Source: an optimization exercise on an open RTL-to-GDS flow (aim: small area, a short achievable clock period and few clock cycles). Production flows keep margins and buffers that such runs may drop.
Only simulation tests tie the RTL to the original design; equivalence was not proved.
Power is estimated from default activity; no workload was simulated.

==> harbor: inputs <==
## fact_machine_wrapper
module fact_machine_wrapper(
    input logic rst, go, clk,
    input logic [31:0] n,
    output logic [31:0] result,
    output logic done
    );
    logic        busy;        
    logic [5:0]  code;        
    logic [31:0] table_out;   
    assign table_out[0] = (code == 6'd0) | (code == 6'd1);
    assign table_out[1] = (code == 6'd2) | (code == 6'd3);
    assign table_out[2] = (code == 6'd3);
    assign table_out[3] = (code == 6'd4) | (code == 6'd5);
    assign table_out[4] = (code == 6'd4) | (code == 6'd5) | (code == 6'd6) | (code == 6'd7);
    assign table_out[5] = (code == 6'd5) | (code == 6'd7);
    assign table_out[6] = (code == 6'd5) | (code == 6'd6);
    assign table_out[7] = (code == 6'd6) | (code == 6'd7) | (code == 6'd8) | (code == 6'd9);
    assign table_out[8] = (code == 6'd7) | (code == 6'd8) | (code == 6'd9) | (code == 6'd10) | (code == 6'd11);
    assign table_out[9] = (code == 6'd6) | (code == 6'd7) | (code == 6'd10);
    assign table_out[10] = (code == 6'd8) | (code == 6'd10) | (code == 6'd11) | (code == 6'd12) | (code == 6'd13);
    assign table_out[11] = (code == 6'd8) | (code == 6'd9) | (code == 6'd10) | (code == 6'd12) | (code == 6'd13) | (code == 6'd14) | (code == 6'd15);
    assign table_out[12] = (code == 6'd7) | (code == 6'd8) | (code == 6'd10) | (code == 6'd11) | (code == 6'd12) | (code == 6'd15);
    assign table_out[13] = (code == 6'd12) | (code == 6'd14);
    assign table_out[14] = (code == 6'd10) | (code == 6'd12) | (code == 6'd13) | (code == 6'd15);
    assign table_out[15] = (code == 6'd8) | (code == 6'd9) | (code == 6'd12) | (code == 6'd13) | (code == 6'd16) | (code == 6'd17);
    assign table_out[16] = (code == 6'd9) | (code == 6'd10) | (code == 6'd11) | (code == 6'd14) | (code == 6'd15) | (code == 6'd16) | (code == 6'd17) | (code == 6'd18) | (code == 6'd19);
    assign table_out[17] = (code == 6'd10) | (code == 6'd14) | (code == 6'd15) | (code == 6'd18);
    assign table_out[18] = (code == 6'd9) | (code == 6'd10) | (code == 6'd12) | (code == 6'd15) | (code == 6'd16) | (code == 6'd17) | (code == 6'd20) | (code == 6'd21);
  ...
export LEC_CHECK = 0
export ABC_AREA = 1
export CAP_MARGIN = 20
export CORE_MARGIN = 2
export CORE_UTILIZATION = 25
export CTS_CLUSTER_DIAMETER = 200
export CTS_CLUSTER_SIZE = 50
export SLEW_MARGIN = 20
create_clock -name core_clock -period 5.0 [get_ports {clk}]
standard.sh (not shown) runs the stock make flow with config.mk's settings and CLKGATE_MAP_FILE= SYNTH_SCRIPT=/design/flow/synth_recipe.tcl, a recipe that flattens the netlist after the stock synthesis.
==> flow/flow/run.sh <==
#!/bin/bash
# The standard layout, with a plain buf_1 as each port's buffer.
set -euo pipefail
export BUFFER_PORTS_ARGS="-buffer_cell sky130_fd_sc_hd__buf_1"
bash standard.sh > standard.log 2>&1
==> inputs of sierra, as changes to harbor <==
==> flow/flow/run.sh (replaced) <==
#!/bin/bash
# The standard layout, with two changes:
#  - the combinational logic of the standard synthesis is re-synthesised for
#    area (flow/resyn.tcl, ABC script flow/resyn.scr); flip-flops are kept as
#    the standard synthesis made them;
#  - each port's buffer is a plain buf_1.
# Each tool's output goes to a log of its own in this folder.
set -euo pipefail
W=$(pwd)
R=$W/orfs/results/sky130hd/fact_machine_wrapper/base
export BUFFER_PORTS_ARGS="-buffer_cell sky130_fd_sc_hd__buf_1"
bash standard.sh $R/1_2_yosys.v > standard_synth.log 2>&1
cp $R/1_2_yosys.v $W/standard_1_2_yosys.v
YOSYS=${YOSYS_EXE:-$(dirname "$FLOW_HOME")/tools/install/yosys/bin/yosys}
LIB=$FLOW_HOME/platforms/sky130hd/lib/sky130_fd_sc_hd__tt_025C_1v80.lib \
IN=$W/standard_1_2_yosys.v OUT=$W/resyn.v TOP=$FLOW_TOP ABCSCRIPT=$W/flow/resyn.scr \
  $YOSYS -c $W/flow/resyn.tcl > resyn.log 2>&1
cp $W/resyn.v $R/1_2_yosys.v
bash standard.sh > standard.log 2>&1
==> flow/flow/resyn.scr (new file) <==
strash
collapse
sop
fx
strash
balance -l
 resub -K 6 -l
 rewrite -l
 resub -K 6 -N 2 -l
 refactor -l
 resub -K 8 -l
 balance -l
 resub -K 8 -N 2 -l
 rewrite -l
 resub -K 10 -l
 rewrite -z -l
 resub -K 10 -N 2 -l
 balance -l
 resub -K 12 -l
 refactor -z -l
 resub -K 12 -N 2 -l
 rewrite -z -l
 balance -l
&get -n
&st
&if -g -K 6
&synch2
&if -g -K 6
&synch2
&put
dch -f
map -D 700
topo
stime -p
==> flow/flow/resyn.tcl (new file) <==
# Re-synthesise the combinational logic of the standard synthesis netlist for
# area, keeping every flip-flop instance (name, cell type, connections).
yosys -import
set lib $::env(LIB)
read_liberty -ignore_miss_func -ignore_miss_dir $lib
read_verilog $::env(IN)
hierarchy -top $::env(TOP)
set ffs {}
foreach c [split [string trim [exec grep -oE {sky130_fd_sc_hd__[a-z0-9_]+} $::env(IN)]] "\n"] {
  if {[regexp {__(e?dfxtp|dfrtp|dfstp|dfbbp|sdf|dlx|dlrtp|edfxbp|dfxbp)} $c] && [lsearch $ffs $c] < 0} { lappend ffs $c }
}
puts "flip-flop cells kept: $ffs"
setattr -mod -set keep_hierarchy 1 {*}$ffs
flatten
foreach m $ffs { blackbox $m }
opt_clean -purge
abc -liberty $lib -script $::env(ABCSCRIPT)
read_liberty -lib -nooverwrite $lib
splitnets
opt_clean -purge
hilomap -singleton -hicell sky130_fd_sc_hd__conb_1 HI -locell sky130_fd_sc_hd__conb_1 LO
insbuf -buf sky130_fd_sc_hd__buf_4 A X
yosys rename -hide w:*.*
opt_clean -purge
tee -o $::env(OUT).stat stat -liberty $lib
check -assert -mapped
write_verilog -noattr -nohex -nodec $::env(OUT)
--- a/flow/config.mk
+++ b/flow/config.mk
@@ -7,3 +7,2 @@
 export LEC_CHECK = 0
-export ABC_AREA = 1
 export CAP_MARGIN = 20
@@ -11,4 +10,2 @@
 export CORE_UTILIZATION = 25
-export CTS_CLUSTER_DIAMETER = 200
-export CTS_CLUSTER_SIZE = 50
 export SLEW_MARGIN = 20
==> inputs of garnet, as changes to harbor <==
==> flow/flow/run.sh (replaced) <==
#!/bin/bash
# The standard layout, with two changes:
#  - the combinational logic of the standard synthesis is re-synthesised for
#    area (flow/resyn.tcl, ABC script flow/resyn.scr); flip-flops are kept as
#    the standard synthesis made them;
#  - each port's buffer is a plain buf_1.
# Each tool's output goes to a log of its own in this folder.
set -euo pipefail
W=$(pwd)
R=$W/orfs/results/sky130hd/fact_machine_wrapper/base
export BUFFER_PORTS_ARGS="-buffer_cell sky130_fd_sc_hd__buf_1"
bash standard.sh $R/1_2_yosys.v > standard_synth.log 2>&1
cp $R/1_2_yosys.v $W/standard_1_2_yosys.v
YOSYS=${YOSYS_EXE:-$(dirname "$FLOW_HOME")/tools/install/yosys/bin/yosys}
LIB=$FLOW_HOME/platforms/sky130hd/lib/sky130_fd_sc_hd__tt_025C_1v80.lib \
IN=$W/standard_1_2_yosys.v OUT=$W/resyn.v TOP=$FLOW_TOP ABCSCRIPT=$W/flow/resyn.scr \
  $YOSYS -c $W/flow/resyn.tcl > resyn.log 2>&1
cp $W/resyn.v $R/1_2_yosys.v
bash standard.sh > standard.log 2>&1
==> flow/flow/resyn.scr (new file) <==
strash
collapse
sop
fx
strash
balance -l
 resub -K 6 -l
 rewrite -l
 resub -K 6 -N 2 -l
 refactor -l
 resub -K 8 -l
 balance -l
 resub -K 8 -N 2 -l
 rewrite -l
 resub -K 10 -l
 rewrite -z -l
 resub -K 10 -N 2 -l
 balance -l
 resub -K 12 -l
 refactor -z -l
 resub -K 12 -N 2 -l
 rewrite -z -l
 balance -l
&get -n
&st
&if -g -K 6
&synch2
&if -g -K 6
&synch2
&put
dch -f
map -D 700
topo
stime -p
==> flow/flow/resyn.tcl (new file) <==
# Re-synthesise the combinational logic of the standard synthesis netlist for
# area, keeping every flip-flop instance (name, cell type, connections).
yosys -import
set lib $::env(LIB)
read_liberty -ignore_miss_func -ignore_miss_dir $lib
read_verilog $::env(IN)
hierarchy -top $::env(TOP)
set ffs {}
foreach c [split [string trim [exec grep -oE {sky130_fd_sc_hd__[a-z0-9_]+} $::env(IN)]] "\n"] {
  if {[regexp {__(e?dfxtp|dfrtp|dfstp|dfbbp|sdf|dlx|dlrtp|edfxbp|dfxbp)} $c] && [lsearch $ffs $c] < 0} { lappend ffs $c }
}
puts "flip-flop cells kept: $ffs"
setattr -mod -set keep_hierarchy 1 {*}$ffs
flatten
foreach m $ffs { blackbox $m }
opt_clean -purge
abc -liberty $lib -script $::env(ABCSCRIPT)
read_liberty -lib -nooverwrite $lib
splitnets
opt_clean -purge
hilomap -singleton -hicell sky130_fd_sc_hd__conb_1 HI -locell sky130_fd_sc_hd__conb_1 LO
insbuf -buf sky130_fd_sc_hd__buf_4 A X
yosys rename -hide w:*.*
opt_clean -purge
tee -o $::env(OUT).stat stat -liberty $lib
check -assert -mapped
write_verilog -noattr -nohex -nodec $::env(OUT)
--- a/flow/config.mk
+++ b/flow/config.mk
@@ -11,4 +11,3 @@
 export CORE_UTILIZATION = 25
-export CTS_CLUSTER_DIAMETER = 200
-export CTS_CLUSTER_SIZE = 50
+export SETUP_SLACK_MARGIN = 3.2
 export SLEW_MARGIN = 20
==> run summary <==
metric	harbor	sierra	garnet
Slew at the pin with the worst max-slew slack	0.734 ns	0.525 ns	0.432 ns
Crit. Startpoint	done	code[0]	result[30]
Int Power	475 uW	513 uW	518 uW
Reg-to-reg slack, setup	3.23 ns	2.92 ns	3.33 ns
Worst path depth	1	7	1
Outcome	finished clean	finished clean	finished clean
Minimum hold slack	0.476 ns	0.483 ns	0.472 ns
Fin worst setup slack	3.22 ns	2.92 ns	3.24 ns
Critical register-to-register path endpoint	result[24]	result[18]	result[31]
Met3 Usage GRT	4.00%	3.98%	4.08%
Post-place instance area	2030 um2	1900 um2	1940 um2
Remaining max-slew budget at the tightest pin	50.9%	65.0%	71.1%
Syn_area_per_cell	7.16 um2	8.27 um2	8.18 um2
Delay of the slowest critical-path stage	0.34 ns	0.68 ns	0.32 ns
Largest driver fanout on the critical path	2	13	1
Switching power summed over all nets	158 uW	171 uW	171 uW
Routed WL	4.34 mm	4.17 mm	4.25 mm
Global placer's final weighted congestion	0.939	0.925	0.942
Via count of the first global-routing pass	1,668	1,529	1,519
Number of clock buffer instances in the layout	6	5	7
Switching power share of the total	25.0%	25.0%	24.8%
First-pass GRT wire length	7.25 mm	7.02 mm	6.86 mm
Number of non-clock buffers	67	67	85
Global router's overall resource usage	12.5%	12.4%	12.1%
Met2 Track Usage GR	21.1%	18.9%	19.5%
Testbench counts of harbor, summed over its fixed seeds: cycles 960.
Testbench counts of sierra, summed over its fixed seeds: cycles 960.
Testbench counts of garnet, summed over its fixed seeds: cycles 960.

[static timing again, ports no longer ideal]
Ports are ideal in the flow. The routed layouts listed here were re-timed in OpenROAD. Step 1: set_driving_cell puts a clkbuf_16 on clk and a buf_2 on each other input, an assumption about the parent block. Step 2 times the ports against the registers' clock, not the clock port: input delays grow and output delays shrink by t, the midpoint of the rising clock arrivals with the driver on. a / b / c = ideal / step 1 / step 2; a / b = the first two.
run	shift t [ns]	slack for setup (ns)	worst data-port slew with drivers (ns)
harbor	0.317	3.219 / 3.191 / 3.046	0.03
sierra	0.317	2.918 / 2.918 / 2.821	0.03
garnet	0.316	3.236 / 3.209 / 2.955	0.03
After both steps setup and hold are still met in every run listed. For garnet, which loses most, drivers alone change the setup slack by -0.027 ns; drivers and shift together by -0.281 ns.
